What follows belongs to an exercise in optimizing a design on an open flow for small area; a production flow would make more cautious choices. The RTL was checked by simulation tests, not by an equivalence proof against the original design. Power is estimated from default activity; no workload was simulated.

==> flow/design.v <==
`timescale 1ns / 1ps
module DSP_DATA_SWITCH
#(parameter DATA_WIDTH_IN_BYTES = 4)
(
input   wire ACLK,
input   wire ARESETn,
input   wire   [7:0]                    s_axis_tdata_sel,
input   wire                            s_axis_tvalid_sel,
output  wire                            s_axis_tready_sel,
input  wire [8*DATA_WIDTH_IN_BYTES-1:0] s_axis_tdata_0,
input  wire                             s_axis_tvalid_0,
input  wire                             s_axis_tlast_0,
output wire                             s_axis_tready_0,
input  wire [8*DATA_WIDTH_IN_BYTES-1:0] s_axis_tdata_1,
input  wire                             s_axis_tlast_1,
input  wire                             s_axis_tvalid_1,
output wire                             s_axis_tready_1,
input  wire [8*DATA_WIDTH_IN_BYTES-1:0] s_axis_tdata_2,
input  wire                             s_axis_tvalid_2,
input  wire                             s_axis_tlast_2,
output wire                             s_axis_tready_2 ,
output wire [8*DATA_WIDTH_IN_BYTES-1:0] m_axis_tdata ,
output wire                             m_axis_tvalid,
output wire                             m_axis_tlast,
input  wire                             m_axis_tready,
output reg RDY
    );
localparam W = 8*DATA_WIDTH_IN_BYTES;
wire       cmd_hi = |s_axis_tdata_sel[7:2];
wire [2:0] cmd = cmd_hi ? 3'b000 :
                 {s_axis_tdata_sel[1] & !s_axis_tdata_sel[0],
                  !s_axis_tdata_sel[1] & s_axis_tdata_sel[0],
                  !s_axis_tdata_sel[1] & !s_axis_tdata_sel[0]};
reg  [2:0] select;            
reg  [2:0] select_reg;
reg        state_sel;
reg        s_axis_tvalid_sel_int;
reg        s_axis_tready_sel_int;
reg        allow_state_selection;
reg  [2:0] state_f;           
reg        m_axis_tready_reg;
reg  [2:0] s_axis_tvalid_reg;
reg  [2:0] m_axis_tready_int;
reg        m_axis_tvalid_int;
reg        m_axis_tlast_int;
reg  [W-1:0] m_axis_tdata_int;
reg  [W-1:0] m_axis_tdata_reg;
reg          m_axis_tlast_reg;
reg  [W-1:0] temp_m_axis_tdata_reg;
reg          temp_m_axis_tlast_reg;
reg          temp_loaded;     
assign m_axis_tvalid     = m_axis_tvalid_int;
assign s_axis_tready_0   = m_axis_tready_int[0];
assign s_axis_tready_1   = m_axis_tready_int[1];
assign s_axis_tready_2   = m_axis_tready_int[2];
assign m_axis_tdata      = m_axis_tdata_reg;
assign m_axis_tlast      = m_axis_tlast_reg;
assign s_axis_tready_sel = s_axis_tready_sel_int;
wire [2:0] s_valid3 = {s_axis_tvalid_2, s_axis_tvalid_1, s_axis_tvalid_0};
wire [2:0] s_last3  = {s_axis_tlast_2, s_axis_tlast_1, s_axis_tlast_0};
wire sel_ok   = |select;
wire any_last = |s_last3;
always @(posedge ACLK) begin
    if (!ARESETn) begin
        RDY                   <= 1'b1;
        state_sel             <= 1'b0;
        s_axis_tvalid_sel_int <= 1'b0;
        s_axis_tready_sel_int <= 1'b0;
        allow_state_selection <= 1'b0;
        select_reg            <= 3'b001;
        select                <= 3'b001;
    end else begin
        RDY                   <= sel_ok;
        state_sel             <= sel_ok & (state_sel ? !m_axis_tlast_int : s_axis_tvalid_sel_int);
        s_axis_tvalid_sel_int <= s_axis_tvalid_sel;
        s_axis_tready_sel_int <= !state_sel;
        allow_state_selection <= state_sel;
        if (state_sel) begin
            select_reg <= cmd;
            if (any_last) select <= select_reg;
        end else if (!sel_ok) begin
            select <= cmd;
        end
    end
end
wire st_w    = !(|state_f);
wire x_rdy   = |(state_f & m_axis_tready_int);
wire x_vreg  = |(state_f & s_axis_tvalid_reg);
wire x_valid = |(state_f & s_valid3);
wire x_last  = |(state_f & s_last3);
wire s_valid = |(select & s_valid3);
wire s_stall = |(select & m_axis_tready_int & s_axis_tvalid_reg) & !m_axis_tready;
wire s_last  = |(select & s_last3);
wire rdy_next = m_axis_tready_reg & !m_axis_tlast_int & !s_stall;
wire start   = m_axis_tready & allow_state_selection &
               |(select & {s_axis_tvalid_reg[2:1], s_axis_tvalid_0});
wire load_out  = x_rdy & (m_axis_tready | !x_vreg);
wire load_temp = x_rdy & !m_axis_tready & x_vreg;
wire load_skid = !st_w & !x_rdy & m_axis_tready;
always @(posedge ACLK) begin
    if (!ARESETn) begin
        state_f           <= 3'b000;
        m_axis_tready_reg <= 1'b0;
        m_axis_tready_int <= 3'b000;
        m_axis_tvalid_int <= 1'b0;
        m_axis_tlast_int  <= 1'b0;
        temp_loaded       <= 1'b0;
    end else begin
        if (st_w)
            state_f <= start ? select : 3'b000;
        else if (m_axis_tlast_int)
            state_f <= 3'b000;
        m_axis_tready_reg <= m_axis_tready;
        m_axis_tready_int <= select & {3{rdy_next}};
        if (st_w)        m_axis_tlast_int <= 1'b0;
        else if (sel_ok) m_axis_tlast_int <= s_last;
        if (st_w)
            m_axis_tvalid_int <= s_valid;
        else if (x_rdy)
            m_axis_tvalid_int <= RDY & (m_axis_tready | !x_vreg ? x_valid : x_vreg);
        else if (m_axis_tready)
            m_axis_tvalid_int <= x_last ? x_valid : RDY & x_vreg;
        if (load_temp) temp_loaded <= 1'b1;
    end
end
always @(posedge ACLK)
    s_axis_tvalid_reg <= s_valid3;
wire c_a = ARESETn & load_out;
wire c_b = ARESETn & load_skid & temp_loaded;
wire c_h = ARESETn & !load_out & !load_skid;
always @(posedge ACLK) begin
    m_axis_tdata_reg <= {W{c_a}} & ~m_axis_tdata_int | {W{c_b}} & ~temp_m_axis_tdata_reg | {W{c_h}} & m_axis_tdata_reg;
    m_axis_tlast_reg <= c_a & m_axis_tlast_int | c_b & temp_m_axis_tlast_reg | c_h & m_axis_tlast_reg;
end
always @(posedge ACLK) begin
    m_axis_tdata_int <= ~({W{select[0]}} & s_axis_tdata_0 | {W{select[1]}} & s_axis_tdata_1 | {W{select[2]}} & s_axis_tdata_2);
    if (load_temp) begin
        temp_m_axis_tdata_reg <= m_axis_tdata_int;
        temp_m_axis_tlast_reg <= m_axis_tlast_int;
    end
end
endmodule
`timescale 1 ns / 1 ps
	module DSP_DATA_SWITCH_v1_0 #
	(
    parameter integer DATA_WIDTH_IN_BYTES	= 4
	)
	(
        output wire  RDY,
        input  wire  ACLK,
        input  wire  ARESETn,
		output wire  s00_axis_tready,
		input wire [8*DATA_WIDTH_IN_BYTES-1 : 0] s00_axis_tdata,
		input wire  s00_axis_tlast,
		input wire  s00_axis_tvalid,
		output wire  s01_axis_tready,
		input wire [8*DATA_WIDTH_IN_BYTES-1 : 0] s01_axis_tdata,
		input wire  s01_axis_tlast,
		input wire  s01_axis_tvalid,
		output wire  s02_axis_tready,
		input wire [8*DATA_WIDTH_IN_BYTES-1 : 0] s02_axis_tdata,
		input wire  s02_axis_tlast,
		input wire  s02_axis_tvalid,
		output wire  s03_sel_axis_tready,
		input wire [7:0] s03_sel_axis_tdata,
		input wire  s03_sel_axis_tvalid,
		output wire  m00_axis_tvalid,
		output wire [8*DATA_WIDTH_IN_BYTES-1 : 0] m00_axis_tdata,
		output wire  m00_axis_tlast,
		input wire  m00_axis_tready
	);
	DSP_DATA_SWITCH 
	#(
	.DATA_WIDTH_IN_BYTES(DATA_WIDTH_IN_BYTES)
	)
	DSP_DATA_SWITCH
	(	
	.s_axis_tdata_sel (s03_sel_axis_tdata ), 
	.s_axis_tvalid_sel(s03_sel_axis_tvalid),
	.s_axis_tready_sel(s03_sel_axis_tready),
	.s_axis_tdata_0 (s00_axis_tdata),
	.s_axis_tvalid_0(s00_axis_tvalid),
	.s_axis_tready_0(s00_axis_tready),
	.s_axis_tlast_0 (s00_axis_tlast),
	.s_axis_tdata_1 (s01_axis_tdata ),
	.s_axis_tvalid_1(s01_axis_tvalid),
	.s_axis_tready_1(s01_axis_tready),
	.s_axis_tlast_1 (s01_axis_tlast ),
	.s_axis_tdata_2 (s02_axis_tdata ),
	.s_axis_tvalid_2(s02_axis_tvalid),
	.s_axis_tready_2(s02_axis_tready),
	.s_axis_tlast_2 (s02_axis_tlast ),
	.m_axis_tdata  (m00_axis_tdata ),
	.m_axis_tvalid (m00_axis_tvalid),
	.m_axis_tready (m00_axis_tready),
    .m_axis_tlast  (m00_axis_tlast ),
    .RDY(RDY),
    .ACLK(ACLK),
    .ARESETn(ARESETn)
	);
	endmodule
==> flow/flow/run.sh <==
#!/bin/bash
# Standard ORFS layout with three changes:
#  - synthesis maps the combinational logic with an area-oriented ABC script (flow/synth.tcl);
#  - port buffers are made as sky130_fd_sc_hd__buf_1;
#  - the clock tree uses small clock buffers and no dummy loads.
set -euo pipefail
HERE=$(pwd)
export FLOW_FLOW_ABC="$HERE/flow/area.abc"
BP="-buffer_cell sky130_fd_sc_hd__buf_1"
CA="-sink_clustering_enable -repair_clock_nets -dont_use_dummy_load -sink_clustering_size 40 -sink_clustering_max_diameter 150 -buf_list {sky130_fd_sc_hd__clkbuf_4 sky130_fd_sc_hd__clkbuf_8} -root_buf sky130_fd_sc_hd__clkbuf_8"
export BUFFER_PORTS_ARGS="$BP" CTS_ARGS="$CA"
bash standard.sh finish "SYNTH_SCRIPT=$HERE/flow/synth.tcl" "BUFFER_PORTS_ARGS=$BP" "CTS_ARGS=$CA" > orfs_make.log 2>&1
==> flow/flow/area.abc <==
strash
&get -n
&dch -f
&nf -p -R 1000 -F 8 -A 4 -a
&put
topo
==> flow/flow/synth.tcl <==
# Standard ORFS synthesis (as synth_recipe.tcl runs it), except that the combinational logic is
# mapped with an area-oriented ABC script (flow/area.abc, path in FLOW_FLOW_ABC). Flip-flops are
# mapped before ABC runs, so the registers, their names and cell types are the standard ones.
proc synth {args} { yosys synth -nofsm -noshare {*}$args }
set f [open $::env(SCRIPTS_DIR)/synth.tcl]; set txt [read $f]; close $f
set pre {source $::env(SCRIPTS_DIR)/synth_preamble.tcl}
set idx [string first $pre $txt]
if {$idx < 0} { error "preamble line not found" }
set txt [string replace $txt $idx [expr {$idx + [string length $pre] - 1}] \
  "$pre\nset abc_args \[list -script $::env(FLOW_FLOW_ABC) {*}\[lrange \$abc_args 2 end\]\]\nputs \"custom abc args: \$abc_args\""]
eval $txt
# left out here: clear keep_hierarchy, flatten, clean up, hide names made inside functions, write 1_2_yosys.v
==> flow/standard.sh <==
#!/bin/bash
# synth_recipe.tcl (not shown) runs the flow's synth.tcl, then flattens the netlist and writes it again
# the make line also repeats each setting of config.mk as NAME=value (left out here)
make -C /OpenROAD-flow-scripts/flow DESIGN_CONFIG=/design/flow/config.mk WORK_HOME=/design/flow/orfs CLKGATE_MAP_FILE= SYNTH_SCRIPT=/design/flow/synth_recipe.tcl "${@:-finish}"
==> flow/config.mk <==
export PLATFORM = sky130hd
export DESIGN_NAME = DSP_DATA_SWITCH_v1_0
export DESIGN_NICKNAME = DSP_DATA_SWITCH_v1_0
export VERILOG_FILES = /design/flow/design.v
export SDC_FILE = /design/flow/constraint.sdc
export NUM_CORES = 4
export LEC_CHECK = 0
export CAP_MARGIN = 20
export CORE_MARGIN = 2
export CORE_UTILIZATION = 40
export SLEW_MARGIN = 20
==> flow/constraint.sdc <==
create_clock -name core_clock -period 5.0 [get_ports {ACLK}]
set_input_delay 1.0000 -clock core_clock [delete_from_list [all_inputs] [get_ports {ACLK}]]
set_output_delay 1.0000 -clock core_clock [all_outputs]
set_load 0.01 [all_outputs]
==> reports/qor.csv, run 1 <==
metric,value,unit
p_per_area,366,mW/mm²
setup-violations-final,0,
drive_gt1_share,5.77,%
p_int,1.43,mW
ys_seq_area_share,69.5,%
fp.dieArea,0.0108,mm²
worstMarginPinSlew,1.00,ns
postRouteAntennaNets,0,
core.rowCount,36,
core-area,0.00973,mm²
skew,0.0210,ns
whs_endpoint,DSP_DATA_SWITCH.temp_m_axis_tdata_reg[12],
grt_pass1_wl,16.2,mm
ys_ff_latch,122,
holdPathStages,0,
syn_to_final_growth,26.5,%
grt-ovfl-total,0,
stdcell_count,618,
path_max_fanout,17,
dp.cells,601,
rr_worst_depth,7,
root_buffer,clkbuf_8,
slew_violations,0,
die_w,104,µm
port_buffers,152,
hold_class,flop to flop,
critPathLaunchType,input pin,
final_core_util,51.9,%
hold_buffers,0,
path_cells,"buf_1, and2_0, nand4_1, buf_4, nor2b_1, a21oi_1, o21ai_0",
fillers,914,
cts_buffer_depth,2,
cts_sinks,122,
finalCritPeriodShare,53.5,%
layout.area.seq,0.00277,mm²
synth_warnings,1,
clkPwrFrac,33.0,%
diodes,0,
clock_latency,0.42,ns
synth_fp_nets,421,
path_clk_slew,0.07,ns
ir_drop,171,µV
cts_tree,yes,
viasPerCell,5.50,
drc,0,
layout_common_cells,"152 x buf_1, 89 x dfxtp_1, 49 x nand2_1",
reg2reg_setup_slack,2.52,ns
timing.setup.tns,0,ns
syn-cell-area,0.00399,mm²
critical_path_required,5.34,ns
fin_nets,601,
setup.worst_path.class,input pin to flop,
grt_pass1_vias,3295,
post-cts-setup-buffers,0,
maxClockFrequency,374,MHz
cts_resized,0,
slew_headroom,33.2,%
ys_types,27,
switching_share,22.3,%
mostFrequentLayoutCell,buf_1,
worstPathArrival,3.01,ns
antenna_found_initial,0,
final_hold_viol_count,0,
rsz0062_at_grt,false,
crit_path_end_kind,flop,
max_cap_violations,0,
fp.dieH,104,µm
fin_area,0.00505,mm²
io-pin-count,153,
outcome,timing/DRC/antenna clean,
synthCells,307,
dpl.hpwl,6.26,mm
p_leak,1.66,nW
r2r_start,DSP_DATA_SWITCH.state_f[1],
grt_max_degree,41,
htreeDepth,4,
route.vias.total,3401,
pwr-share-comb,7.5,%
syn_avg_cell_area,13.0,µm²
cts_made_buffers,17,
wl_per_cell,16.1,µm
drt_iter0_drc,367,
grt_usage,18.9,%
gp_congestion,0.788,
start_util,41.0,%
power_switching,411,µW
min_period,2.67,ns
critical-path-max-stage-delay,0.68,ns
reg2reg_to,DSP_DATA_SWITCH.m_axis_tlast_reg,
drtPass1Iterations,7,
seqPwrFrac,59.5,%
p_total,1.85,mW
critPathSlowestCell,nand4_1,
hp-start,DSP_DATA_SWITCH.m_axis_tdata_int[12],
multiInputGateArea,0.00122,mm²
routed_wl,9.95,mm
dpl_cell_area,0.00482,mm²
## kinds of logic (layout without fill, tap and decap cells)
kind of cell	Yosys count	after routing	synth area share, %
flip-flops	122	122	69.5
buffers and inverters	4	182	0.376
multiplexers	2	2	0.533
AND/OR/NAND/NOR	82	82	8.84
AO/OA/AOI/OAI	97	97	20.8
## power by group through the flow
stage | combinational [mW] | clock (mW) | sequential, mW
2_1_floorplan | 0.0603 | 0 | 1.12
3_3_place_gp | 0.136 | 0 | 1.12
3_5_place_dp | 0.138 | 0 | 1.12
4_1_cts | 0.139 | 0.633 | 1.10
5_1_grt | 0.154 | 0.666 | 1.10
6_report | 0.138 | 0.610 | 1.10
## stage by stage
step	hold WS (ns)	setup slack, ns
global placement	0.419	1.96
detailed placement	0.421	1.92
global route	0.436	2.19
finish	0.429	2.33
floorplan	0.409	1.13
CTS	0.436	2.34
## area by class of cell
type	count	share of cell area, %
Tap cell	133	3.30
Clock buffer	17	4.63
Timing Repair Buffer	161	12.6
Inverter	4	0.297
Multi-Input combinational cell	181	24.2
Sequential cell	122	54.9
## layer usage
metal  up-vias  share of wire, %  track usage, %
met5         -                 0               0
met4         0              0.98            6.08
met3        10               8.2            6.14
met2       149                46            29.6
met1      1612                45            24.9
li1       1630                 -               -
## critical path, delay by kind of cell
kind / cells / cell delay [ns]
AO/OA/AOI/OAI: 2 / 0.14
AND/OR/NAND/NOR: 3 / 1.03
buffers and inverters: 2 / 0.82
## how the worst max path moves through the flow
stage                    start                                       end  slack, ns
3_3_place_gp   m00_axis_tready          DSP_DATA_SWITCH.m_axis_tlast_reg       1.96
3_5_place_dp   m00_axis_tready          DSP_DATA_SWITCH.m_axis_tlast_reg       1.92
4_1_cts        m00_axis_tready          DSP_DATA_SWITCH.m_axis_tlast_reg       2.34
6_report       m00_axis_tready          DSP_DATA_SWITCH.m_axis_tlast_reg       2.33
5_1_grt        m00_axis_tready          DSP_DATA_SWITCH.m_axis_tlast_reg       2.19
2_1_floorplan  m00_axis_tready  DSP_DATA_SWITCH.temp_m_axis_tdata_reg[0]       1.13
## cells in the mapped netlist, drive strengths merged
cell    instances  area share [%]
a222oi         39             9.8
mux2            1            0.28
o22ai           1            0.16
mux2i           1            0.25
edfxtp         33              25
nand2          49             4.6
nand3b          1            0.19
clkinv          4            0.38
a31oi           2            0.31
nor2           11             1.0
nor4            2            0.31
and2            2            0.31
dfxtp          89              45
o41ai           1            0.22
nor2b           5            0.78
or3             1            0.16
o211ai          1            0.19
nand3           4            0.50
a21o            1            0.19
o21a            1            0.19
a22oi           1            0.19
nor3            5            0.63
a21oi           6            0.75
o221ai         32             7.0
a32oi           3            0.66
o21ai           9             1.1
nand4           2            0.31
==> run 2: changes to the inputs <==
==> flow/flow/run.sh (replaced) <==
#!/bin/bash
# Standard ORFS layout with three changes:
#  - synthesis maps the combinational logic with an area-oriented ABC script (flow/synth.tcl);
#  - port buffers are made as sky130_fd_sc_hd__buf_1;
#  - the clock tree uses small clock buffers and no dummy loads.
set -euo pipefail
HERE=$(pwd)
export FLOW_FLOW_ABC="$HERE/flow/area.abc"
BP="-buffer_cell sky130_fd_sc_hd__buf_1"
CA="-sink_clustering_enable -repair_clock_nets -dont_use_dummy_load -buf_list sky130_fd_sc_hd__clkbuf_4 -root_buf sky130_fd_sc_hd__clkbuf_4"
export BUFFER_PORTS_ARGS="$BP" CTS_ARGS="$CA"
bash standard.sh finish "SYNTH_SCRIPT=$HERE/flow/synth.tcl" "BUFFER_PORTS_ARGS=$BP" "CTS_ARGS=$CA" > orfs_make.log 2>&1
==> run 2 against run 1 <==
  * Sequential power hardly changed
  * Flip-flop and latch count stayed put
  * Count of clock-buffer cells in the layout stayed put
  * Via count is 0.32% lower
  * Core utilization is 1.1 points lower
  * Routed wire length is 1.5% lower
  * Critical path depth stayed put
  * Synthesized area stayed put
  * Setup slack better by 0.098 ns
  * Fmax is 3.8% higher
  * Largest power group unchanged
==> reports/qor.csv, run 2 <==
metric,value,unit,change
cts_made_buffers,17,,unchanged
switching_share,22.9,%,+0.59 points
root_buffer,clkbuf_4,,
max_cap_violations,0,,unchanged
path_cells,"buf_1, and2_0, nand4_1, buf_4, nor2b_1, a21oi_1, o21ai_0",,
mostFrequentLayoutCell,buf_1,,
ys_seq_area_share,69.5,%,unchanged
core-area,0.00973,mm²,unchanged
clkPwrFrac,26.3,%,-6.7 points
postRouteAntennaNets,0,,unchanged
diodes,0,,unchanged
critical-path-max-stage-delay,0.66,ns,-0.02 ns
finalCritPeriodShare,51.5,%,-2.0 points
fp.dieH,104,µm,unchanged
cts_resized,0,,unchanged
rsz0062_at_grt,false,,
die_w,104,µm,unchanged
slew_violations,0,,unchanged
gp_congestion,0.788,,unchanged
route.vias.total,3390,,-0.32%
synth.top_cell.area_share,44.6,%,unchanged
syn_to_final_growth,23.9,%,
cts_tree,yes,,
critPathLaunchType,input pin,,
dpl.hpwl,6.26,mm,unchanged
power_switching,383,µW,-7.0%
p_int,1.29,mW,-10%
drc,0,,unchanged
critical_path_required,5.39,ns,+0.05 ns
core.rowCount,36,,unchanged
layout_common_cells,"152 x buf_1, 89 x dfxtp_1, 49 x nand2_1",,
p_per_area,338,mW/mm²,-7.4%
grt_max_degree,41,,unchanged
grt-ovfl-total,0,,unchanged
yosysMostFrequentCell,dfxtp_1,,
synth_fp_nets,421,,unchanged
hold_buffers,0,,unchanged
yosys-top-cells-count,"89 x dfxtp_1, 49 x nand2_1, 39 x a222oi_1, 33 x edfxtp_1, 32 x o221ai_1",,
fin_nets,601,,unchanged
critical_path.top_delay_family,simple AND/OR/NAND/NOR gates,,
drt_iter0_drc,333,,-9.3%
seqPwrFrac,65.5,%,+6.0 points
setup-violations-final,0,,unchanged
start_util,41.0,%,unchanged
timing.setup.tns,0,ns,unchanged
grt_usage,18.7,%,-0.23 points
min_period,2.58,ns,-0.0978 ns
cts_buffer_depth,2,,unchanged
grt_pass1_wl,16.1,mm,-0.68%
antenna_found_initial,0,,unchanged
clock_latency,0.48,ns,+0.06 ns
p_total,1.67,mW,-9.4%
routed_wl,9.80,mm,-1.5%
synth_warnings,1,,unchanged
synth_edf_count,33,,unchanged
worstPathArrival,2.97,ns,-0.04 ns
worstMarginPinSlew,0.997,ns,-0.00418 ns
synth_ff_type,dfxtp_1,,
outcome,timing/DRC/antenna clean,,
fp.dieArea,0.0108,mm²,unchanged
path_clk_slew,0.11,ns,+0.04 ns
post-cts-setup-buffers,0,,unchanged
drtPass1Iterations,6,,-1
wl_per_cell,15.9,µm,-1.5%
final_hold_viol_count,0,,unchanged
syn-cell-area,0.00399,mm²,unchanged
ys_top_cells_by_area,"dfxtp_1 45%, edfxtp_1 25%, a222oi_1 9.8%",,
grt_pass1_vias,3304,,+0.27%
slew_headroom,33.5,%,+0.28 points
worst-path-buf-inv,2,,unchanged
viasPerCell,5.49,,-0.32%
critPathSlowestCell,nand4_1,,
synth-async-reset-ratio,0,%,unchanged
setup.worst_path.class,input pin to flop,,
maxClockFrequency,388,MHz,+3.8%
p_leak,1.62,nW,-2.7%
skew,0.0341,ns,+0.0131 ns
htreeDepth,4,,unchanged
io-pin-count,153,,unchanged
syn_avg_cell_area,13.0,µm²,unchanged
ys_ff_latch,122,,unchanged
hold_class,flop to flop,,
cts_sinks,122,,unchanged
synthCells,307,,unchanged
ys_types,27,,unchanged
drive_gt1_share,5.77,%,unchanged
port_buffers,152,,unchanged
pwr-share-comb,8.2,%,+0.7 points
path_max_fanout,17,,unchanged
ir_drop,166,µV,-3.2%
crit_path_end_kind,flop,,
yosys.area.top_type,dfxtp_1,,
==> run 2: power groups by stage <==
stage	sequential (mW)	clock, mW	combinational (mW)
finish	1.10	0.439	0.137
global route	1.10	0.500	0.154
CTS	1.10	0.463	0.139
detailed placement	1.12	0	0.138
global placement	1.12	0	0.136
floorplan	1.12	0	0.0603
==> run 2: per-layer routing <==
layer | GRT usage (%) | wire, µm
met1 | 24.9 | 4410
met2 | 29.0 | 4500
met3 | 6.02 | 776
met4 | 5.79 | 114
met5 | 0 | 0
==> run 2: worst reg2reg max path, stage by stage, from the launching register on <==
cell and delay, ns:
dfxtp_1 0.39, a222oi_1 0.33, buf_4 0.23, nand4_1 0.66
buf_4 0.49, nor2b_1 0.14, a21oi_1 0.04, o21ai_0 0.10
==> run 2: area by class of cell <==
type                       count  area, µm²
tap                          133        166
sequential                   122       2770
inverter                       4       15.0
timing repair buffer         161        638
multi-input combinational    181       1220
clock buffer                  17        128
fill                         923       4790
==> run 2: final timing paths <==
| path | endpoint | startpoint | depth (start not counted) | slack (ns) |
|---|---|---|---|---|
| worst max-delay path | DSP_DATA_SWITCH.m_axis_tlast_reg | m00_axis_tready | 7 | 2.42 |
| worst min-delay path | DSP_DATA_SWITCH.temp_m_axis_tdata_reg[12] | DSP_DATA_SWITCH.m_axis_tdata_int[12] | 0 | 0.43 |
| worst max register to register | DSP_DATA_SWITCH.m_axis_tlast_reg | DSP_DATA_SWITCH.state_f[1] | 7 | 2.54 |
| worst min register to register | DSP_DATA_SWITCH.temp_m_axis_tdata_reg[12] | DSP_DATA_SWITCH.m_axis_tdata_int[12] | 0 | 0.43 |
==> run 2: stage by stage <==
step / area, µm² / std cells / hold slack, ns / util [%] / worst slack [ns]
3_5_place_dp: 4820 / 601 / 0.421 / 49.5 / 1.92
3_3_place_gp: 4820 / 601 / 0.419 / 49.5 / 1.96
4_1_cts: 4940 / 618 / 0.440 / 50.8 / 2.42
5_1_grt: 4940 / 618 / 0.439 / 50.8 / 2.27
6_report: 4940 / 618 / 0.433 / 50.8 / 2.42
2_1_floorplan: 3990 / 307 / 0.409 / - / 1.13
==> run 2: cell families after synthesis <==
kind of cell / Yosys count / synth area share [%]
AO/OA/AOI/OAI: 97 / 20.8
buffers and inverters: 4 / 0.376
AND/OR/NAND/NOR: 82 / 8.84
multiplexers: 2 / 0.533
flip-flops: 122 / 69.5
==> run 3: changes to the inputs <==
--- a/flow/design.v
+++ b/flow/design.v
@@ -32,12 +32,15 @@
                   !s_axis_tdata_sel[1] & s_axis_tdata_sel[0],
                   !s_axis_tdata_sel[1] & !s_axis_tdata_sel[0]};
 reg  [2:0] select;            
-reg  [2:0] select_reg;
+reg  [1:0] select_reg;        
+wire [1:0] cmd_code = {cmd_hi | s_axis_tdata_sel[1], cmd_hi | s_axis_tdata_sel[0]};
+wire [2:0] select_reg_dec = {select_reg == 2'd2, select_reg == 2'd1, select_reg == 2'd0};
 reg        state_sel;
 reg        s_axis_tvalid_sel_int;
 reg        s_axis_tready_sel_int;
 reg        allow_state_selection;
-reg  [2:0] state_f;           
+reg  [1:0] state_f;           
+wire [2:0] st = {state_f == 2'd2, state_f == 2'd1, state_f == 2'd0};
 reg        m_axis_tready_reg;
 reg  [2:0] s_axis_tvalid_reg;
 reg  [2:0] m_axis_tready_int;
@@ -67,7 +70,7 @@
         s_axis_tvalid_sel_int <= 1'b0;
         s_axis_tready_sel_int <= 1'b0;
         allow_state_selection <= 1'b0;
-        select_reg            <= 3'b001;
+        select_reg            <= 2'd0;
         select                <= 3'b001;
     end else begin
         RDY                   <= sel_ok;
@@ -76,18 +79,18 @@
         s_axis_tready_sel_int <= !state_sel;
         allow_state_selection <= state_sel;
         if (state_sel) begin
-            select_reg <= cmd;
-            if (any_last) select <= select_reg;
+            select_reg <= cmd_code;
+            if (any_last) select <= select_reg_dec;
         end else if (!sel_ok) begin
             select <= cmd;
         end
     end
 end
-wire st_w    = !(|state_f);
-wire x_rdy   = |(state_f & m_axis_tready_int);
-wire x_vreg  = |(state_f & s_axis_tvalid_reg);
-wire x_valid = |(state_f & s_valid3);
-wire x_last  = |(state_f & s_last3);
+wire st_w    = &state_f;
+wire x_rdy   = |(st & m_axis_tready_int);
+wire x_vreg  = |(st & s_axis_tvalid_reg);
+wire x_valid = |(st & s_valid3);
+wire x_last  = |(st & s_last3);
 wire s_valid = |(select & s_valid3);
 wire s_stall = |(select & m_axis_tready_int & s_axis_tvalid_reg) & !m_axis_tready;
 wire s_last  = |(select & s_last3);
@@ -99,7 +102,7 @@
 wire load_skid = !st_w & !x_rdy & m_axis_tready;
 always @(posedge ACLK) begin
     if (!ARESETn) begin
-        state_f           <= 3'b000;
+        state_f           <= 2'd3;
         m_axis_tready_reg <= 1'b0;
         m_axis_tready_int <= 3'b000;
         m_axis_tvalid_int <= 1'b0;
@@ -107,9 +110,9 @@
         temp_loaded       <= 1'b0;
     end else begin
         if (st_w)
-            state_f <= start ? select : 3'b000;
+            state_f <= start ? {select[2], select[1]} : 2'd3;
         else if (m_axis_tlast_int)
-            state_f <= 3'b000;
+            state_f <= 2'd3;
         m_axis_tready_reg <= m_axis_tready;
         m_axis_tready_int <= select & {3{rdy_next}};
         if (st_w)        m_axis_tlast_int <= 1'b0;
--- a/flow/config.mk
+++ b/flow/config.mk
@@ -5,7 +5,8 @@
 export SDC_FILE = /design/flow/constraint.sdc
 export NUM_CORES = 4
 export LEC_CHECK = 0
-export CAP_MARGIN = 20
+export CAP_MARGIN = 0
 export CORE_MARGIN = 2
 export CORE_UTILIZATION = 40
-export SLEW_MARGIN = 20
+export GPL_TIMING_DRIVEN = 0
+export SLEW_MARGIN = 0
==> run 3 against run 2 <==
  * Sequential power grew 19%
  * Flip-flop and latch count shrank 2
  * Sequential share of layout area shrank 0.23 points
  * Die area shrank 0.96%
  * Largest cell class unchanged
  * Setup slack lost 0.16 ns
  * Count of clock-buffer cells in the layout is the same
  * Clock power is essentially flat
  * Critical path type unchanged
  * Routed wire length shrank 0.68%
  * Still clean
  * Synthesized cell count is the same
==> reports/qor.csv, run 3 <==
metric,value,unit,change
setup.worst_path.class,input pin to flop,,
ys_top_cells_by_area,"dfxtp_1 44%, edfxtp_1 25%, a222oi_1 8.9%",,
grt-ovfl-total,0,,unchanged
postRouteAntennaNets,0,,unchanged
core.rowCount,36,,unchanged
grt_pass1_wl,14.8,mm,-7.8%
worst-path-buf-inv,1,,-1
gp_congestion,0.849,,+7.7%
ys_seq_area_share,69.2,%,-0.31 points
seqPwrFrac,67.1,%,+1.6 points
viasPerCell,5.40,,-1.5%
synth_ff_type,dfxtp_1,,
switching_share,27.2,%,+4.3 points
fp.dieArea,0.0107,mm²,-0.96%
cts_buffer_depth,2,,unchanged
drtPass1Iterations,6,,unchanged
cts_sinks,120,,-1.6%
clock_latency,0.49,ns,about the same
holdPathStages,1,,+1
skew,0.0406,ns,+0.00652 ns
p_int,1.42,mW,+9.7%
worstPathArrival,3.09,ns,+0.12 ns
path_depth,3,,-4
fin_nets,597,,-0.67%
grt_pass1_vias,3076,,-6.9%
critPathSlowestCell,nand2_1,,
diodes,0,,unchanged
ys_types,26,,-3.7%
routed_wl,9.73,mm,-0.68%
clkPwrFrac,22.5,%,-3.8 points
final_core_util,50.6,%,-0.23 points
fin_area,0.00490,mm²,-0.91%
finalCritPeriodShare,54.8,%,+3.3 points
synth_warnings,1,,unchanged
drt_iter0_drc,233,,-30%
wl_per_cell,15.9,µm,about the same
hold_class,flop to flop,,
path_cells,"buf_1, nand2_1, o221ai_1",,
synth_fp_nets,421,,unchanged
pwr-share-comb,10.4,%,+2.2 points
critical-path-max-stage-delay,1.00,ns,+0.34 ns
start_util,40.8,%,-0.22 points
drc,0,,unchanged
cts_resized,0,,unchanged
crit_path_start,ARESETn,,
synth-async-reset-ratio,0,%,unchanged
rsz0062_at_grt,false,,
fillers,929,,+0.65%
timing.setup.tns,0,ns,unchanged
yosys-top-cells-count,"87 x dfxtp_1, 51 x nand2_1, 35 x a222oi_1, 33 x edfxtp_1, 32 x o221ai_1",,
layout_common_cells,"152 x buf_1, 84 x dfxtp_1, 51 x nand2_1",,
cts_tree,yes,,
hold_buffers,0,,unchanged
route.vias.total,3317,,-2.2%
critical_path_required,5.35,ns,-0.04 ns
final_hold_viol_count,0,,unchanged
critPathLaunchType,input pin,,
slew_violations,0,,unchanged
yosysMostFrequentCell,dfxtp_1,,
fp.dieH,103,µm,-0.48%
synth_edf_count,33,,unchanged
grt_usage,18.4,%,-0.27 points
post-cts-setup-buffers,0,,unchanged
synth.top_cell.area_share,44.1,%,-0.56 points
power_switching,529,µW,+38%
ys_ff_latch,120,,-1.6%
p_leak,1.64,nW,+1.4%
critical_path.top_delay_family,simple AND/OR/NAND/NOR gates,,
slew_headroom,13.0,%,-20 points
mostFrequentLayoutCell,buf_1,,
io-pin-count,153,,unchanged
path_max_fanout,33,,+16
syn_avg_cell_area,12.9,µm²,-1.0%
rr_worst_depth,6,,-1
htreeDepth,4,,unchanged
core-area,0.00968,mm²,-0.46%
max_cap_violations,0,,unchanged
drive_gt1_share,5.82,%,+0.048 points
setup-violations-final,0,,unchanged
grt_max_degree,41,,unchanged
min_period,2.74,ns,+0.164 ns
antenna_found_initial,0,,unchanged
ir_drop,165,µV,-0.63%
syn_to_final_growth,24.0,%,about the same
maxClockFrequency,365,MHz,-6.0%
cts_made_buffers,17,,unchanged
dpl_cell_area,0.00477,mm²,-0.96%
dpl.hpwl,6.39,mm,+2.0%
dp.cells,597,,-0.67%
syn-cell-area,0.00395,mm²,-1.0%
root_buffer,clkbuf_4,,
stdcell_count,614,,-0.65%
r2r_start,DSP_DATA_SWITCH.state_f[1],,
yosys.area.top_type,dfxtp_1,,
die_w,103,µm,-0.48%
crit_path_end_kind,flop,,
port_buffers,152,,unchanged
hp-start,DSP_DATA_SWITCH.m_axis_tdata_int[29],,
p_per_area,397,mW/mm²,+17%
outcome,timing/DRC/antenna clean,,
path_clk_slew,0.11,ns,about the same
synthCells,307,,unchanged
worstMarginPinSlew,1.30,ns,+0.304 ns
==> run 3: changes by cell type after synthesis, moves of 2 or more <==
cell      change
a32oi_1       -3
nand4_1       -2
dfxtp_1       -2
nand2_1       +2
a22o_1        +3
and3_1        +4
a22oi_1       +2
clkinv_1      -2
a222oi_1      -4
nand3b_1      +3
==> run 3: cell type report <==
type                    instances  area, µm²  share of cell area (%)
clock buffers                  17        128                    2.61
flip-flops and latches        120       2740                    55.9
multi-input cells             185       1230                    25.0
well taps                     133        166                    3.40
repair buffers                157        634                    13.0
inverters                       2       7.51                   0.153
==> run 3: metrics by stage <==
| stage | total power [mW] | hold slack, ns | worst slack (ns) |
|---|---|---|---|
| finish | 1.94 | 0.435 | 2.26 |
| global placement | 1.52 | 0.416 | -0.627 |
| detailed placement | 1.53 | 0.416 | 1.76 |
| global route | 2.05 | 0.451 | 2.02 |
| floorplan | 1.39 | 0.409 | 1.13 |
| CTS | 1.97 | 0.439 | 2.24 |
==> run 3: routing by layer <==
layer | track usage (%) | share of wire (%)
met3 | 6.38 | 7.1
met4 | 6.68 | 0.31
met2 | 28.6 | 46
met5 | 0 | 0
met1 | 23.9 | 47
==> run 3: power by group through the flow <==
| stage | Sequential [mW] | Clock, mW | Combinational, mW |
|---|---|---|---|
| CTS | 1.31 | 0.459 | 0.205 |
| global route | 1.33 | 0.499 | 0.226 |
| global placement | 1.32 | 0 | 0.198 |
| finish | 1.31 | 0.437 | 0.202 |
| floorplan | 1.27 | 0 | 0.128 |
| detailed placement | 1.33 | 0 | 0.202 |
==> run 3: final timing paths <==
| kind | endpoint | slack [ns] |
|---|---|---|
| setup / recovery | DSP_DATA_SWITCH.m_axis_tdata_reg[0] | 2.26 |
| hold / removal | DSP_DATA_SWITCH.m_axis_tdata_reg[29] | 0.43 |
| setup reg to reg | DSP_DATA_SWITCH.m_axis_tdata_reg[0] | 2.26 |
| hold reg to reg | DSP_DATA_SWITCH.m_axis_tdata_reg[29] | 0.43 |
==> run 3: cell families (layout without fill, tap and decap cells) <==
group / after synthesis / count (layout) / synth area share (%)
DFF: 120 / 120 / 69.2
and+or+nand+nor: 87 / 87 / 9.72
buffers and inverters: 2 / 176 / 0.190
AOI/OAI and AO/OA: 97 / 97 / 20.7
muxes: 1 / 1 / 0.253
==> run 4: changes to the inputs <==
--- a/flow/config.mk
+++ b/flow/config.mk
@@ -7,6 +7,6 @@
 export LEC_CHECK = 0
 export CAP_MARGIN = 0
 export CORE_MARGIN = 2
-export CORE_UTILIZATION = 40
-export GPL_TIMING_DRIVEN = 0
+export CORE_UTILIZATION = 50
+export PLACE_DENSITY = 0.65
 export SLEW_MARGIN = 0
==> run 4 against run 3 <==
  * Critical endpoint is now DSP_DATA_SWITCH.select[0]
  * Combinational power is 32% higher
  * Core utilization is 12 points higher
  * Highest routed layer unchanged
  * Still clean
  * Non-clock buffer count up 2
==> reports/qor.csv, run 4 <==
metric,value,unit,change
antenna_found_initial,0,,unchanged
fp.dieH,92.9,µm,-10%
grt-ovfl-total,0,,unchanged
path_clk_slew,0.08,ns,-0.03 ns
cts_made_buffers,17,,unchanged
synth-async-reset-ratio,0,%,unchanged
htreeDepth,4,,unchanged
yosys-top-cells-count,"87 x dfxtp_1, 51 x nand2_1, 35 x a222oi_1, 33 x edfxtp_1, 32 x o221ai_1",,
min_period,2.18,ns,-0.562 ns
port_buffers,152,,unchanged
fillers,641,,-31%
hold_class,flop to flop,,
dp.cells,568,,-4.9%
setup-violations-final,0,,unchanged
layout_common_cells,"152 x buf_1, 87 x dfxtp_1, 51 x nand2_1",,
fin_hold_ws,0.419,ns,-0.0152 ns
ys_ff_latch,120,,unchanged
worstMarginPinSlew,0.889,ns,-0.413 ns
grt_pass1_vias,3136,,+2.0%
root_buffer,clkbuf_4,,
grt_usage,22.4,%,+4.0 points
critical-path-max-stage-delay,0.54,ns,-0.46 ns
power_switching,522,µW,-1.4%
core.rowCount,32,,-11%
crit_path_end_kind,flop,,
synth.top_cell.area_share,44.1,%,unchanged
cts_buffer_depth,2,,unchanged
synth_warnings,1,,unchanged
final_core_util,63.0,%,+12 points
switching_share,26.9,%,-0.36 points
maxClockFrequency,459,MHz,+26%
drt_iter0_drc,355,,+52%
r2r_start,DSP_DATA_SWITCH.select[1],,
syn-cell-area,0.00395,mm²,unchanged
p_per_area,401,mW/mm²,+1.1%
core-area,0.00769,mm²,-21%
synth_fp_nets,421,,unchanged
ys_seq_area_share,69.2,%,unchanged
cts_sinks,120,,unchanged
yosys.area.top_type,dfxtp_1,,
grt_pass1_wl,14.9,mm,+0.14%
finalCritPeriodShare,43.5,%,-11 points
routed_wl,9.57,mm,-1.6%
die_w,92.9,µm,-10%
worst-path-buf-inv,1,,unchanged
wl_per_cell,16.4,µm,+3.3%
dpl.hpwl,6.33,mm,-0.84%
pwr-share-comb,13.7,%,+3.3 points
clock_latency,0.48,ns,about the same
post-cts-setup-buffers,0,,unchanged
hold_buffers,0,,unchanged
ys_types,26,,unchanged
critical_path_required,5.29,ns,-0.06 ns
critical_path.top_delay_family,simple AND/OR/NAND/NOR gates,,
syn_avg_cell_area,12.9,µm²,unchanged
outcome,timing/DRC/antenna clean,,
drtPass1Iterations,8,,+2
synth_ff_type,dfxtp_1,,
start_util,51.4,%,+11 points
reg2reg_setup_slack,2.82,ns,+0.56 ns
clkPwrFrac,21.8,%,-0.7 points
postRouteAntennaNets,0,,unchanged
route.vias.total,3388,,+2.1%
synth_edf_count,33,,unchanged
p_int,1.42,mW,+0.40%
path_max_fanout,21,,-36%
fin_nets,599,,+0.34%
syn_to_final_growth,22.5,%,
path_cells,"buf_4, nor3_1, nor2_1, a21oi_1, mux2i_1, nand2_1",,
viasPerCell,5.79,,+7.2%
seqPwrFrac,64.5,%,-2.6 points
cts_resized,0,,unchanged
io-pin-count,153,,unchanged
drc,0,,unchanged
critPathSlowestCell,dfxtp_1,,
p_total,1.94,mW,about the same
stdcell_count,585,,-4.7%
hp-start,DSP_DATA_SWITCH.m_axis_tdata_int[21],,
skew,0.0454,ns,+0.00476 ns
final_hold_viol_count,0,,unchanged
setup.worst_path.class,flop to flop,,
slew_violations,0,,unchanged
yosysMostFrequentCell,dfxtp_1,,
ir_drop,187,µV,+13%
diodes,0,,unchanged
critPathLaunchType,flop,,
synthCells,307,,unchanged
fp.dieArea,0.00863,mm²,-19%
drive_gt1_share,5.38,%,-0.44 points
cts_tree,yes,,
p_leak,1.64,nW,about the same
crit_path_start,DSP_DATA_SWITCH.select[1],,
worstPathArrival,2.47,ns,-0.62 ns
rsz0062_at_grt,false,,
gp_congestion,0.860,,+1.4%
slew_headroom,40.7,%,+28 points
ys_top_cells_by_area,"dfxtp_1 44%, edfxtp_1 25%, a222oi_1 8.9%",,
grt_max_degree,35,,-15%
max_cap_violations,0,,unchanged
mostFrequentLayoutCell,buf_1,,
timing.setup.tns,0,ns,unchanged
## run 4: final timing paths
kind,end,depth (start not counted)
max,DSP_DATA_SWITCH.select[0],6
min,DSP_DATA_SWITCH.temp_m_axis_tdata_reg[21],0
max reg2reg,DSP_DATA_SWITCH.select[0],6
min reg2reg,DSP_DATA_SWITCH.temp_m_axis_tdata_reg[21],0
## run 4: kinds of logic after synthesis
group	count (synthesis)	share of synthesized area, %
compound gates	97	20.7
mux	1	0.253
simple gates	87	9.72
flops	120	69.2
buf+inv	2	0.190
## run 4: cell type report
| type | count | area (µm²) | area share (%) |
|---|---|---|---|
| tap | 102 | 128 | 2.64 |
| sequential | 120 | 2730 | 56.5 |
| inverter | 2 | 7.51 | 0.155 |
| multi-input combinational | 185 | 1220 | 25.2 |
| clock buffer | 17 | 128 | 2.64 |
| timing repair buffer | 159 | 623 | 12.9 |
## run 4: metrics by stage
| step | cell area [µm²] | worst slack [ns] |
|---|---|---|
| after floorplan | 3950 | 1.13 |
| after global placement | 4710 | 2.62 |
| after detailed placement | 4710 | 2.52 |
| after CTS | 4840 | 2.83 |
| after global routing | 4840 | 2.59 |
| final | 4840 | 2.82 |
## run 4: power by group through the flow
stage	logic, mW	clock network (mW)	registers [mW]
final	0.267	0.424	1.25
after global routing	0.296	0.480	1.27
after CTS	0.267	0.439	1.26
after detailed placement	0.264	0	1.28
after global placement	0.261	0	1.26
after floorplan	0.128	0	1.27
## run 4: per-layer routing
layer / share of wire, % / track usage, % / vias up
li1: - / - / 1616
met1: 44 / 28.8 / 1610
met2: 47 / 35.9 / 156
met3: 8.4 / 6.67 / 6
met4: 0.89 / 8.21 / 0
met5: 0 / 0 / -
==> run 5: changes to the inputs <==
--- a/flow/config.mk
+++ b/flow/config.mk
@@ -7,6 +7,6 @@
 export LEC_CHECK = 0
 export CAP_MARGIN = 0
 export CORE_MARGIN = 2
-export CORE_UTILIZATION = 50
-export PLACE_DENSITY = 0.65
+export CORE_UTILIZATION = 65
+export PLACE_DENSITY = 0.8
 export SLEW_MARGIN = 0
==> run 5 against run 4 <==
  * Largest cell class unchanged
  * Combinational power is 6% higher
  * Power is 0.10% lower
  * Flip-flop and latch count stayed put
  * Sequential power hardly changed
  * Highest routed layer unchanged
  * Count of clock-buffer cells in the layout stayed put
  * Still clean
  * Critical path type unchanged
==> reports/qor.csv, run 5 <==
metric,value,unit,change
synthCells,307,,unchanged
critical-path-max-stage-delay,0.41,ns,-0.13 ns
min_period,2.19,ns,+0.0147 ns
outcome,timing/DRC/antenna clean,,
slew_headroom,50.5,%,+9.8 points
route.vias.total,3404,,+0.47%
root_buffer,clkbuf_4,,
yosys-top-cells-count,"87 x dfxtp_1, 51 x nand2_1, 35 x a222oi_1, 33 x edfxtp_1, 32 x o221ai_1",,
cts_buffer_depth,2,,unchanged
critPathSlowestCell,a21oi_1,,
dpl_cell_area,0.00468,mm²,-0.72%
drt_iter0_drc,339,,-4.5%
timing.setup.tns,0,ns,unchanged
critPathLaunchType,flop,,
htreeDepth,4,,unchanged
antenna_found_initial,0,,unchanged
diodes,0,,unchanged
finalCritPeriodShare,43.8,%,+0.29 points
ys_ff_latch,120,,unchanged
grt_pass1_wl,14.1,mm,-5.4%
grt_usage,28.7,%,+6.3 points
synth.top_cell.area_share,44.1,%,unchanged
place_worst_setup_slack,2.58,ns,+0.0589 ns
rr_worst_depth,8,,+2
fin_ws,2.81,ns,-0.0147 ns
synth_warnings,1,,unchanged
synth_edf_count,33,,unchanged
worstPathArrival,2.58,ns,+0.11 ns
critical_path.top_delay_family,compound AO/OA/AOI/OAI gates,,
viasPerCell,6.10,,+5.3%
post-cts-setup-buffers,0,,unchanged
worst-path-buf-inv,1,,unchanged
io-pin-count,153,,unchanged
hold_class,flop to flop,,
cts_resized,0,,unchanged
cts_made_buffers,17,,unchanged
grt_pass1_vias,3178,,+1.3%
setup-violations-final,0,,unchanged
skew,0.0356,ns,-0.00979 ns
ir_drop,277,µV,+48%
stdcell_count,558,,-4.6%
whs_endpoint,DSP_DATA_SWITCH.temp_m_axis_tdata_reg[12],,
reg2reg_to,DSP_DATA_SWITCH.m_axis_tdata_reg[6],,
rsz0062_at_grt,false,,
fp.dieH,82.0,µm,-12%
fp.dieArea,0.00672,mm²,-22%
dpl.hpwl,6.22,mm,-1.7%
cts_sinks,120,,unchanged
fin_hold_ws,0.419,ns,-0.000918 ns
worstMarginPinSlew,0.742,ns,-0.147 ns
postRouteAntennaNets,0,,unchanged
layout_common_cells,"152 x buf_1, 87 x dfxtp_1, 51 x nand2_1",,
core-area,0.00589,mm²,-23%
path_max_fanout,33,,+57%
drc,0,,unchanged
ys_seq_area_share,69.2,%,unchanged
grt-ovfl-total,0,,unchanged
wl_per_cell,16.7,µm,+2.2%
r2r_start,DSP_DATA_SWITCH.state_f[1],,
holdPathStages,0,,unchanged
ys_top_cells_by_area,"dfxtp_1 44%, edfxtp_1 25%, a222oi_1 8.9%",,
cts_tree,yes,,
routed_wl,9.34,mm,-2.5%
p_per_area,404,mW/mm²,+0.60%
ys_types,26,,unchanged
synth_ff_type,dfxtp_1,,
synth-async-reset-ratio,0,%,unchanged
final_hold_viol_count,0,,unchanged
clock_latency,0.50,ns,+0.02 ns
mostFrequentLayoutCell,buf_1,,
p_leak,1.64,nW,unchanged
reg2reg_setup_slack,2.81,ns,about the same
path_clk_slew,0.10,ns,+0.02 ns
drive_gt1_share,5.38,%,unchanged
port_buffers,152,,unchanged
fillers,380,,-41%
grt_max_degree,35,,unchanged
fin_area,0.00481,mm²,-0.70%
max_cap_violations,0,,unchanged
slew_violations,0,,unchanged
drtPass1Iterations,8,,unchanged
setup.worst_path.class,flop to flop,,
yosysMostFrequentCell,dfxtp_1,,
synth_fp_nets,421,,unchanged
crit_path_end_kind,flop,,
syn_to_final_growth,21.6,%,
layout.area.seq,0.00273,mm²,unchanged
die_w,82.0,µm,-12%
hold_buffers,0,,unchanged
syn_avg_cell_area,12.9,µm²,unchanged
dp.cells,541,,-4.8%
path_cells,"nor2b_1, a22o_1, a21oi_1, nor2_1, nor3b_2, buf_4, nand2_1, o221ai_1",,
fin_nets,599,,unchanged
gp_congestion,0.890,,+3.4%
yosys.area.top_type,dfxtp_1,,
core.rowCount,28,,-13%
critical_path_required,5.38,ns,+0.09 ns
syn-cell-area,0.00395,mm²,unchanged
maxClockFrequency,456,MHz,-0.67%
multiInputGateArea,0.00122,mm²,unchanged
start_util,67.1,%,+16 points
hp-start,DSP_DATA_SWITCH.m_axis_tdata_int[12],,
==> run 5: cell counts after synthesis <==
Identical to the previous run, type by type.
==> run 5: how the worst max path moves through the flow <==
stage	startpoint	end	slack [ns]	cells after the start
final	DSP_DATA_SWITCH.state_f[1]	DSP_DATA_SWITCH.m_axis_tdata_reg[6]	2.81	8
after global routing	DSP_DATA_SWITCH.state_f[1]	DSP_DATA_SWITCH.m_axis_tlast_reg	2.64	9
after CTS	DSP_DATA_SWITCH.state_f[1]	DSP_DATA_SWITCH.m_axis_tdata_reg[9]	2.85	8
after detailed placement	ARESETn	DSP_DATA_SWITCH.m_axis_tdata_reg[0]	2.58	5
after global placement	ARESETn	DSP_DATA_SWITCH.m_axis_tlast_reg	2.66	5
after floorplan	m00_axis_tready	DSP_DATA_SWITCH.temp_m_axis_tdata_reg[0]	1.13	1
==> run 5: cells by family after synthesis <==
family,synth area share (%)
flip-flops,69.2
AO/OA/AOI/OAI,20.7
AND/OR/NAND/NOR,9.72
buffers and inverters,0.190
multiplexers,0.253
==> run 5: layer usage <==
layer	vias up	GRT usage [%]	share of wire, %
li1	1623	-	-
met1	1610	33.4	40
met5	-	0	0
met3	11	8.35	7.5
met4	0	11.0	1.2
met2	160	49.9	51
==> run 5: final cells by class <==
cell class | instances | area share, %
flip-flops and latches | 120 | 56.9
multi-input cells | 185 | 25.4
repair buffers | 159 | 13.0
clock buffers | 17 | 2.66
well taps | 75 | 1.95
inverters | 2 | 0.156
==> run 5: per-stage QoR <==
stage / util (%) / total power, mW
5_1_grt: 81.7 / 2.03
4_1_cts: 81.7 / 1.95
2_1_floorplan: - / 1.39
3_3_place_gp: 79.5 / 1.51
6_report: 81.7 / 1.94
3_5_place_dp: 79.5 / 1.53
==> run 5: where the power goes <==
group | leakage [nW] | internal (mW) | switching [mW] | total (mW)
Sequential | 1.01 | 1.14 | 0.0908 | 1.23
Combinational | 0.546 | 0.122 | 0.160 | 0.282
Clock | 0.0782 | 0.155 | 0.270 | 0.425
==> run 5: worst reg2reg max path, cell delays in order (launching register included) <==
cell      delay [ns]
dfxtp_1         0.34
nor2b_1         0.19
a22o_1          0.25
a21oi_1         0.41
nor2_1          0.15
nor3b_2         0.19
buf_4           0.36
nand2_1         0.12
o221ai_1        0.09
==> run 6: changes to the inputs <==
--- a/flow/config.mk
+++ b/flow/config.mk
@@ -7,6 +7,6 @@
 export LEC_CHECK = 0
 export CAP_MARGIN = 0
 export CORE_MARGIN = 2
-export CORE_UTILIZATION = 65
-export PLACE_DENSITY = 0.8
+export CORE_UTILIZATION = 60
+export PLACE_DENSITY = 0.75
 export SLEW_MARGIN = 0
==> run 6 against run 5 <==
  * Via count about the same
  * Count of clock-buffer cells in the layout stayed put
  * Clock power shrank 0.9%
  * Sequential share of layout area about the same
  * Highest routed layer unchanged
==> reports/qor.csv, run 6 <==
metric,value,unit,change
outcome,timing/DRC/antenna clean,,
cts_sinks,120,,unchanged
port_buffers,152,,unchanged
mostFrequentLayoutCell,buf_1,,
path_clk_slew,0.09,ns,about the same
drtPass1Iterations,7,,-1
hold_buffers,0,,unchanged
critical_path_required,5.39,ns,about the same
cts_buffer_depth,2,,unchanged
final_hold_viol_count,0,,unchanged
dpl.hpwl,6.23,mm,+0.13%
synth_edf_count,33,,unchanged
start_util,62.2,%,-4.9 points
io-pin-count,153,,unchanged
p_leak,1.64,nW,unchanged
ys_seq_area_share,69.2,%,unchanged
grt_usage,26.1,%,-2.6 points
worstMarginPinSlew,0.743,ns,+0.000708 ns
p_int,1.42,mW,about the same
drive_gt1_share,5.38,%,unchanged
p_total,1.93,mW,-0.34%
root_buffer,clkbuf_4,,
pwr-share-comb,14.6,%,about the same
synthCells,307,,unchanged
core-area,0.00635,mm²,+7.9%
grt_pass1_wl,14.6,mm,+4.1%
critPathLaunchType,flop,,
yosys.area.top_type,dfxtp_1,,
skew,0.0358,ns,+0.000197 ns
cts_made_buffers,17,,unchanged
timing.setup.tns,0,ns,unchanged
hold_class,flop to flop,,
fp.dieH,85.2,µm,+3.9%
seqPwrFrac,63.6,%,about the same
syn_to_final_growth,21.7,%,about the same
syn_avg_cell_area,12.9,µm²,unchanged
synth_ff_type,dfxtp_1,,
grt_max_degree,41,,+17%
viasPerCell,6.08,,-0.33%
htreeDepth,4,,unchanged
switching_share,26.5,%,-0.26 points
postRouteAntennaNets,0,,unchanged
syn-cell-area,0.00395,mm²,unchanged
maxClockFrequency,472,MHz,+3.4%
finalCritPeriodShare,42.4,%,-1.4 points
dp.cells,543,,+0.37%
slew_headroom,50.4,%,about the same
synth_warnings,1,,unchanged
fin_nets,599,,unchanged
cts_resized,0,,unchanged
ys_top_cells_by_area,"dfxtp_1 44%, edfxtp_1 25%, a222oi_1 8.9%",,
layout_common_cells,"152 x buf_1, 87 x dfxtp_1, 51 x nand2_1",,
path_max_fanout,33,,unchanged
crit_path_end_kind,flop,,
cts_tree,yes,,
drt_iter0_drc,299,,-12%
yosys-top-cells-count,"87 x dfxtp_1, 51 x nand2_1, 35 x a222oi_1, 33 x edfxtp_1, 32 x o221ai_1",,
gp_congestion,0.858,,-3.6%
clkPwrFrac,21.8,%,about the same
setup.worst_path.class,flop to flop,,
grt-ovfl-total,0,,unchanged
synth-async-reset-ratio,0,%,unchanged
slew_violations,0,,unchanged
min_period,2.12,ns,-0.0715 ns
ys_ff_latch,120,,unchanged
ir_drop,248,µV,-10%
route.vias.total,3405,,+0.029%
grt_pass1_vias,3209,,+0.98%
antenna_found_initial,0,,unchanged
stdcell_count,560,,+0.36%
clock_latency,0.47,ns,-0.03 ns
setup-violations-final,0,,unchanged
post-cts-setup-buffers,0,,unchanged
synth_fp_nets,421,,unchanged
rsz0062_at_grt,false,,
die_w,85.2,µm,+3.9%
routed_wl,9.27,mm,-0.73%
diodes,0,,unchanged
synth.top_cell.area_share,44.1,%,unchanged
worstPathArrival,2.51,ns,-0.07 ns
power_switching,513,µW,-1.3%
yosysMostFrequentCell,dfxtp_1,,
drc,0,,unchanged
max_cap_violations,0,,unchanged
fillers,460,,+21%
wl_per_cell,16.6,µm,-1.1%
core.rowCount,29,,+3.6%
p_per_area,402,mW/mm²,-0.39%
ys_types,26,,unchanged
fp.dieArea,0.00725,mm²,+7.9%
==> run 6: kinds of logic (layout without fill, tap and decap cells) <==
| family | count (synthesis) | in the layout | synth area share, % |
|---|---|---|---|
| mux | 1 | 1 | 0.253 |
| compound gates | 97 | 97 | 20.7 |
| flops | 120 | 120 | 69.2 |
| buf+inv | 2 | 178 | 0.190 |
| simple gates | 87 | 87 | 9.72 |
==> run 6: final cells by class <==
type | instances | area [µm²] | area share [%]
Tap cell | 77 | 96.3 | 2.00
Multi-Input combinational cell | 185 | 1220 | 25.4
Timing Repair Buffer | 159 | 623 | 13.0
Sequential cell | 120 | 2730 | 56.8
Clock buffer | 17 | 128 | 2.65
Inverter | 2 | 7.51 | 0.156
==> run 6: per-layer routing <==
| metal | GRT usage, % | vias up | part of all wire [%] |
|---|---|---|---|
| li1 | - | 1621 | - |
| met1 | 30.8 | 1616 | 40 |
| met2 | 44.5 | 152 | 51 |
| met3 | 6.91 | 16 | 6.8 |
| met4 | 12.1 | 0 | 1.9 |
| met5 | 0 | - | 0 |
==> run 6: critical path, stage by stage (launching register included) <==
cell,delay [ns]
dfxtp_1,0.35
nor2b_1,0.18
a22o_1,0.24
a21oi_1,0.36
and3_1,0.27
nand3_1,0.09
buf_4,0.29
nor2b_1,0.16
a21oi_1,0.05
o21ai_0,0.08
==> run 6: power by group through the flow <==
stage | clock, mW | sequential (mW) | combinational (mW)
global route | 0.473 | 1.25 | 0.310
global placement | 0 | 1.25 | 0.274
detailed placement | 0 | 1.25 | 0.278
floorplan | 0 | 1.27 | 0.128
CTS | 0.432 | 1.23 | 0.281
finish | 0.421 | 1.23 | 0.283
==> run 6: worst paths after layout <==
kind,to,cells past startpoint,from,slack (ns)
worst max-delay path,DSP_DATA_SWITCH.m_axis_tlast_reg,9,DSP_DATA_SWITCH.state_f[1],2.88
worst min-delay path,DSP_DATA_SWITCH.temp_m_axis_tdata_reg[20],0,DSP_DATA_SWITCH.m_axis_tdata_int[20],0.42
worst min register to register,DSP_DATA_SWITCH.temp_m_axis_tdata_reg[20],0,DSP_DATA_SWITCH.m_axis_tdata_int[20],0.42
worst max register to register,DSP_DATA_SWITCH.m_axis_tlast_reg,9,DSP_DATA_SWITCH.state_f[1],2.88
==> run 6: metrics by stage <==
step                      hold WS [ns]  area [µm²]  setup slack [ns]  utilization [%]
final                            0.422        4810              2.88             75.7
after global routing             0.436        4810              2.67             75.7
after CTS                        0.423        4810              2.87             75.7
after detailed placement         0.415        4680              2.58             73.7
after global placement           0.413        4680              2.64             73.7
after floorplan                  0.409        3950              1.13                -
==> run 7: changes to the inputs <==
--- a/flow/design.v
+++ b/flow/design.v
@@ -120,7 +120,7 @@
         if (st_w)
             m_axis_tvalid_int <= s_valid;
         else if (x_rdy)
-            m_axis_tvalid_int <= RDY & (m_axis_tready | !x_vreg ? x_valid : x_vreg);
+            m_axis_tvalid_int <= x_valid | !m_axis_tready & x_vreg;
         else if (m_axis_tready)
             m_axis_tvalid_int <= x_last ? x_valid : RDY & x_vreg;
         if (load_temp) temp_loaded <= 1'b1;
==> flow/flow/area.abc (replaced) <==
strash
ifraig
scorr
dc2
strash
dch -f
&get -n
&nf -p -R 1000 -F 8 -A 4 -a
&put
topo
--- a/flow/config.mk
+++ b/flow/config.mk
@@ -8,5 +8,6 @@
 export CAP_MARGIN = 0
 export CORE_MARGIN = 2
 export CORE_UTILIZATION = 60
+export GPL_TIMING_DRIVEN = 0
 export PLACE_DENSITY = 0.75
 export SLEW_MARGIN = 0
==> run 7 against run 6 <==
  * Still clean
  * Global-route usage grew 0.26 points
  * Hold slack worse by 0.026 ns
  * Sequential share of layout area barely moved
  * Clock power increased by 2%
  * Die area down 0.48%
  * Power decreased by 15%
  * Flip-flop and latch count stayed put
  * Fmax decreased by 28%
  * Core utilization is 0.16 points higher
  * Critical path depth fell by 4
  * Largest cell class unchanged
  * Largest power group unchanged
==> reports/qor.csv, run 7 <==
metric,value,unit,change
syn-cell-area,0.00393,mm²,-0.51%
hp-start,DSP_DATA_SWITCH.m_axis_tdata_int[10],,
timing.setup.tns,0,ns,unchanged
cts_tree,yes,,
fin_ws,2.04,ns,-0.843 ns
ys_seq_area_share,69.5,%,+0.35 points
syn_to_final_growth,22.6,%,
whs_endpoint,DSP_DATA_SWITCH.temp_m_axis_tdata_reg[10],,
worstMarginPinSlew,1.29,ns,+0.543 ns
maxClockFrequency,337,MHz,-28%
clock_latency,0.49,ns,+0.02 ns
io-pin-count,153,,unchanged
fp.dieArea,0.00722,mm²,-0.48%
rr_worst_depth,5,,-4
fin_nets,591,,-1.3%
min_period,2.96,ns,+0.843 ns
synth.top_cell.area_share,44.3,%,+0.22 points
synth_fp_nets,415,,-1.4%
cts_resized,0,,unchanged
crit_path_end_kind,flop,,
mostFrequentLayoutCell,buf_1,,
yosysMostFrequentCell,dfxtp_1,,
path_max_fanout,33,,unchanged
holdPathStages,0,,unchanged
cts_buffer_depth,2,,unchanged
grt_usage,26.4,%,+0.26 points
drc,0,,unchanged
synth_ff_type,dfxtp_1,,
slew_headroom,14.1,%,-36 points
rsz0062_at_grt,false,,
p_leak,1.61,nW,-1.9%
synth-async-reset-ratio,0,%,unchanged
layout_common_cells,"152 x buf_1, 84 x dfxtp_1, 50 x nand2_1",,
wl_per_cell,17.4,µm,+4.9%
antenna_found_initial,0,,unchanged
synthCells,301,,-2.0%
drt_iter0_drc,292,,-2.3%
postRouteAntennaNets,0,,unchanged
synth_warnings,1,,unchanged
hold_buffers,0,,unchanged
grt_max_degree,41,,unchanged
ys_ff_latch,120,,unchanged
grt-ovfl-total,0,,unchanged
slew_violations,0,,unchanged
core.rowCount,29,,unchanged
core-area,0.00635,mm²,unchanged
port_buffers,152,,unchanged
syn_avg_cell_area,13.1,µm²,+1.5%
fillers,474,,+3.0%
grt_pass1_vias,3153,,-1.7%
ys_types,26,,unchanged
path_clk_slew,0.11,ns,+0.02 ns
start_util,61.9,%,-0.32 points
worstPathArrival,3.26,ns,+0.75 ns
root_buffer,clkbuf_4,,
skew,0.0407,ns,+0.00495 ns
routed_wl,9.58,mm,+3.4%
drive_gt1_share,5.68,%,+0.30 points
max_cap_violations,0,,unchanged
ys_top_cells_by_area,"dfxtp_1 44%, edfxtp_1 25%, a222oi_1 9.9%",,
setup-violations-final,0,,unchanged
final_hold_viol_count,0,,unchanged
final_core_util,75.9,%,+0.16 points
finalCritPeriodShare,59.3,%,+17 points
post-cts-setup-buffers,0,,unchanged
reg2reg_to,DSP_DATA_SWITCH.m_axis_tdata_reg[1],,
synth_edf_count,33,,unchanged
drtPass1Iterations,8,,+1
die_w,84.9,µm,-0.24%
yosys-top-cells-count,"87 x dfxtp_1, 50 x nand2_1, 39 x a222oi_1, 33 x edfxtp_1, 33 x o221ai_1",,
hold_class,flop to flop,,
place_worst_setup_slack,1.85,ns,-0.729 ns
cts_sinks,120,,unchanged
gp_congestion,0.864,,+0.64%
diodes,0,,unchanged
grt_pass1_wl,14.9,mm,+1.6%
critPathLaunchType,flop,,
route.vias.total,3340,,-1.9%
ir_drop,240,µV,-3.2%
outcome,timing/DRC/antenna clean,,
viasPerCell,6.05,,-0.49%
critical_path_required,5.30,ns,-0.09 ns
cts_made_buffers,17,,unchanged
reg2reg_setup_slack,2.04,ns,-0.84 ns
setup.worst_path.class,flop to flop,,
dpl.hpwl,6.29,mm,+0.89%
htreeDepth,4,,unchanged
yosys.area.top_type,dfxtp_1,,
p_per_area,342,mW/mm²,-15%
fp.dieH,84.9,µm,-0.24%
r2r_start,DSP_DATA_SWITCH.state_f[0],,
## run 7: logic make-up (layout without fill, tap and decap cells)
family | Yosys count | in the layout | synth area share (%)
AND/OR/NAND/NOR | 85 | 85 | 9.58
multiplexers | 2 | 2 | 0.509
AO/OA/AOI/OAI | 90 | 90 | 20.0
buffers and inverters | 4 | 178 | 0.382
flip-flops | 120 | 120 | 69.5
## run 7: power by group
group          leakage, nW  switching [mW]  internal, mW
Sequential            1.01          0.0502          1.06
Clock               0.0782           0.274         0.155
Combinational        0.517          0.0499        0.0634
Total                 1.61           0.374          1.27
## run 7: layout make-up
cell class / instances / area, µm² / share of cell area (%)
Sequential cell: 120 / 2740 / 56.8
Clock buffer: 17 / 128 / 2.65
Inverter: 4 / 15.0 / 0.312
Tap cell: 77 / 96.3 / 2.00
Timing Repair Buffer: 157 / 647 / 13.4
Multi-Input combinational cell: 177 / 1200 / 24.8
## run 7: worst max path at each step
stage	from	endpoint	slack (ns)	cells after the start
after floorplan	m00_axis_tready	DSP_DATA_SWITCH.temp_m_axis_tdata_reg[0]	1.13	1
final	DSP_DATA_SWITCH.state_f[0]	DSP_DATA_SWITCH.m_axis_tdata_reg[1]	2.04	5
after global routing	DSP_DATA_SWITCH.state_f[0]	DSP_DATA_SWITCH.m_axis_tdata_reg[26]	1.79	5
after detailed placement	ARESETn	DSP_DATA_SWITCH.m_axis_tdata_reg[1]	1.85	3
after global placement	m00_axis_tready	DSP_DATA_SWITCH.temp_m_axis_tdata_reg[29]	-0.54	2
after CTS	DSP_DATA_SWITCH.state_f[0]	DSP_DATA_SWITCH.m_axis_tdata_reg[1]	2.07	5
## run 7: critical path: stages, from the launching register on
cell	delay, ns
dfxtp_1	0.40
nor2_1	0.12
a222oi_1	0.78
nor2_1	0.25
nand2_1	0.99
o221ai_1	0.24
## run 7: per-stage QoR
stage	hold slack (ns)	instances	area (µm²)	total power [mW]
floorplan	0.409	301	3930	1.17
global placement	0.414	530	4600	1.23
detailed placement	0.421	535	4690	1.24
CTS	0.403	552	4810	1.66
global route	0.415	552	4820	1.71
finish	0.396	552	4820	1.65
## run 7: metal layers
| metal | vias to the layer above | track usage [%] | part of all wire (%) | routed length, µm |
|---|---|---|---|---|
| met1 | 1571 | 33.0 | 41 | 3900 |
| met4 | 0 | 8.80 | 0.93 | 89 |
| met5 | - | 0 | 0 | 0 |
| met3 | 8 | 7.88 | 8.9 | 855 |
| met2 | 165 | 43.9 | 49 | 4740 |
| li1 | 1596 | - | - | - |

==> afterwards: timing with drivers on the ports <==
How much do the figures lean on ideal ports? The routed layouts below were timed once more, with nothing changed but the port constraints. Step 1: set_driving_cell puts a clkbuf_16 on ACLK and a buf_2 on each other input, an assumption about the parent block. Step 2 also shifts input and output timing later by t, the mid clock arrival at the registers, as if the neighbouring blocks saw the same clock. a / b / c = ideal / step 1 / step 2; a / b = the first two.
run	t, ns	setup WS [ns]	worst setup path at the end	slew at the worst register clock pin (ns)	cell pins on the clock port's net
run 1	0.441	2.327 / 2.335 / 1.895	input to register	0.07 / 0.07	1
run 2	0.497	2.425 / 2.432 / 1.934	input to register	0.11 / 0.11	1
run 3	0.496	2.261 / 2.261 / 1.765	input to register	0.11 / 0.11	1
run 4	0.486	2.823 / 2.823 / 2.540	input to register	0.11 / 0.11	1
run 5	0.510	2.808 / 2.808 / 2.536	input to register	0.11 / 0.11	1
run 6	0.486	2.880 / 2.880 / 2.555	input to register	0.10 / 0.10	1
run 7	0.496	2.036 / 2.036 / 1.862	input to register	0.11 / 0.11	1
After both steps setup and hold are still met in every run listed. The setup slack of run 3, which loses most, moves by 0.000 ns with the drivers and by -0.496 ns with both steps.
